What follows belongs to an exercise in optimizing a design on an open flow for small area, a short achievable clock period and few clock cycles; a production flow would make more cautious choices.
RTL that was checked went through simulation tests only; none was proved equivalent to the original.

## job 103
==> flow/design.v (excerpt) <==
module qrcode_decoder(
    input clk,
    input srst_n,
    input start,
    input sram_rdata,
    output [11:0] sram_raddr,
    output reg [5:0] loc_y,
    output reg [5:0] loc_x,
    output reg [7:0] decode_text,    
    output reg valid,
    output reg finish
);
Size in the first run: about 84 flip-flops, roughly 0.0084 mm² of cells after synthesis.
clock: 16.0 ns
lec_check: 0
abc_area: 1
cap_margin: 20
core_margin: 2
core_utilization: 40
slew_margin: 20
standard.sh (not shown) runs the stock make flow with config.mk's settings and CLKGATE_MAP_FILE= SYNTH_SCRIPT=/design/flow/synth_recipe.tcl, a recipe that flattens the netlist after the stock synthesis.
==> flow/flow/run.sh <==
#!/bin/bash
# The standard layout (standard.sh, unchanged), with two changes made through
# its environment:
#  - the buffers that the flow puts on every input and output port are
#    sky130_fd_sc_hd__buf_4 cells instead of the slow delay cells that
#    buffer_ports picks by default;
#  - repair_timing aims for a setup slack of 12 ns, i.e. it sizes the cells of
#    paths slower than about 4 ns. The clock, its period and the I/O
#    constraints are the design's, unchanged.
# Each tool's full output is in standard.log in this folder.
export BUFFER_PORTS_ARGS="-buffer_cell sky130_fd_sc_hd__buf_4"
export SETUP_SLACK_MARGIN=11.5
bash standard.sh > standard.log 2>&1
### job 103 -> job 101
--- a/flow/design.v
+++ b/flow/design.v
@@ -55,30 +55,30 @@
     end
 endfunction
 function maskbit;         
     input [2:0] m;
     input a0, a1, b0;     
     input [1:0] a3, b3;   
     input q;              
-    reg [1:0] p3, s3;
-    reg p2, s2;
+    reg s2, p2, p1, p0, s0;
     begin
-        p3 = (a3 == 2'd0 || b3 == 2'd0) ? 2'd0 : (a3 == b3) ? 2'd1 : 2'd2;
-        s3 = (a3 == 2'd0) ? b3 : (b3 == 2'd0) ? a3 : (a3 != b3) ? 2'd0 : (a3 == 2'd1) ? 2'd2 : 2'd1;
-        p2 = a0 & b0;
-        s2 = a0 ^ b0;
+        s2 = a0 ^ b0;                                   
+        p2 = a0 & b0;                                   
+        p1 = (a3 == b3) && (a3 != 2'd0);                
+        p0 = (a3 == 2'd0) || (b3 == 2'd0);              
+        s0 = (a3 == 2'd0) ? (b3 == 2'd0) : (a3 == 2'd1) ? (b3 == 2'd2) : (b3 == 2'd1);  
         case (m)
             3'd0: maskbit = ~s2;
             3'd1: maskbit = ~a0;
             3'd2: maskbit = (b3 == 2'd0);
-            3'd3: maskbit = (s3 == 2'd0);
+            3'd3: maskbit = s0;
             3'd4: maskbit = ~(a1 ^ q);
-            3'd5: maskbit = ~p2 & (p3 == 2'd0);
-            3'd6: maskbit = ~(p2 ^ p3[0]);
-            default: maskbit = ~(s2 ^ p3[0]);
+            3'd5: maskbit = ~p2 & p0;
+            3'd6: maskbit = ~(p2 ^ p1);
+            default: maskbit = ~(s2 ^ p1);
         endcase
     end
 endfunction
 function [3:0] astep;     
     input [3:0] kk;       
     begin
         astep =
@@ -184,15 +184,19 @@
             else if (b <= 5'd12 && a == 5'd5) wmove = 3'd4;
             else wmove = 3'd3;
         end
     end
 endfunction
 wire [5:0] p_c = poff(k[3:0]);           
 wire [5:0] p_n = poff(k[3:0] + 4'd1);     
-wire y_ok = span2(cy_lo, cy_hi), x_ok = span2(cx_lo, cx_hi);
+wire signed [2:0] u_ylo = (hit && pcy < cy_lo) ? pcy : cy_lo;
+wire signed [2:0] u_yhi = (hit && pcy > cy_hi) ? pcy : cy_hi;
+wire signed [2:0] u_xlo = (hit && pcx < cx_lo) ? pcx : cx_lo;
+wire signed [2:0] u_xhi = (hit && pcx > cx_hi) ? pcx : cx_hi;
+wire y_ok = span2(u_ylo, u_yhi), x_ok = span2(u_xlo, u_xhi);
 wire [5:0] xhi_c = 6'd43;
 wire [1:0] cn = cidx + 2'd1;
 wire [5:0] kn = (cidx != 2'd3) ? k : (k[2:0] == 3'd4) ? {k[5:3] + 3'd1, 3'd0} : k + 6'd1;
 wire v_miss = cont && !pix;
 wire v_end = v_miss || (cidx == 2'd3 && k == 6'o44);
 wire [1:0] mc = (st == S_X) ? 2'd0 : v_miss ? pcidx : 2'd3;
 reg [1:0] m_rot;
@@ -212,23 +216,18 @@
         3'd0: begin mdi = 3'd0; mdj = 3'd7; end
         3'd1: begin mdi = 3'd7; mdj = 3'd1; end
         3'd2: begin mdi = 3'd6; mdj = 3'd1; end
         3'd3: begin mdi = 3'd1; mdj = 3'd1; end
         default: begin mdi = 3'd2; mdj = 3'd1; end
     endcase
 end
-reg [2:0] wdy, wdx;       
-always @* begin
-    case (rot)
-        2'd0: begin wdy = mdi; wdx = mdj; end
-        2'd1: begin wdy = mdj; wdx = -mdi; end
-        2'd2: begin wdy = -mdi; wdx = -mdj; end
-        default: begin wdy = -mdj; wdx = mdi; end
-    endcase
-end
+wire [2:0] ei = (rot[0] == rot[1]) ? mdi : -mdi;
+wire [2:0] ej = rot[1] ? -mdj : mdj;
+wire [2:0] wdy = rot[0] ? ej : ei;
+wire [2:0] wdx = rot[0] ? ei : ej;
 wire [4:0] ni = i + {{2{mdi[2]}}, mdi};
 wire [4:0] nj = j + {{2{mdj[2]}}, mdj};
 wire nup = (mv == 3'd0 && j[0]) ? ~up : up;
 reg [1:0] ni3, nj3;
 reg nq;
 always @* begin
     case (mv)
@@ -299,20 +298,15 @@
             st <= S_P; cont <= 1'b0; k <= 6'd0;
             pv <= !sx[6];
         end else begin
             k <= (k == 6'd8) ? 6'd0 : k + 6'd1;
         end
     end
     S_P: begin
-        if (hit) begin
-            if (pcy < cy_lo) s0[5:3] <= pcy;
-            if (pcy > cy_hi) s0[2:0] <= pcy;
-            if (pcx < cx_lo) s1[5:3] <= pcx;
-            if (pcx > cx_hi) s1[2:0] <= pcx;
-        end
+        s0 <= {u_ylo, u_yhi}; s1 <= {u_xlo, u_xhi};
         s3[5] <= y_ok && x_ok;
         s3[4] <= !x_ok;
         if (p_end) begin
             st <= S_Y; cont <= 1'b0; k <= 6'd0;
             if (sy[6]) y <= 6'd0;
             if (sx[5:0] > 6'd43) x <= xhi_c;
         end else begin
Results
- Data required time at the worst endpoint (job 101 over job 103): decrease, 3440 ps
- Comparing job 101 and job 103, the higher met2 global-route usage was measured on job 101.
- Compare job 101 and job 103 | multi-input gate area in the final layout higher: job 103
- Comparing horizontal die dimension for job 101 and job 103, the bigger number came from job 103.
- [compare] base=job 103 new=job 101: area inside the core boundary decreased 3.1%, multi-input gate count lost about 1.1%, part of the cycle the worst path needs went down 0.44 points.
- Relative to job 103, layout clock buffer count has gone down in job 101.
- Max wire length of the first global-routing pass across job 101 and job 103: job 101
- Where worst slack on hold paths is concerned, job 103 is outperformed by job 101.
Testbench counts of job 101, summed over its fixed seeds: cycles 24,384.
For job 103, only the layout was checked, not whether the RTL still works.

## afterwards: timing with drivers on the ports
The flow's constraints put no driver on any port. The routed layouts listed below were extracted and timed again, unchanged, in two steps.
Step 1 (the two cells are an assumption about what drives the block):
set clk [get_ports {clk}]
set_driving_cell -lib_cell sky130_fd_sc_hd__clkbuf_16 $clk
set_driving_cell -lib_cell sky130_fd_sc_hd__buf_2 [delete_from_list [all_inputs] $clk]
Step 2, shift: input delay + t, output delay - t, t = (earliest + latest rising clock arrival at the registers) / 2. This alone moves slack from input paths to output paths.
Slacks: ideal ports / drivers / drivers and shift; pairs: ideal ports / drivers.
run | shift t [ns] | slack for setup (ns) | clock arrival spread, ns
job 103 | 0.406 | 11.676 / 11.676 / 11.676 | 0.013 / 0.012
job 101 | 0.406 | 11.747 / 11.703 / 11.823 | 0.011 / 0.012
After both steps setup and hold are still met in every run listed.
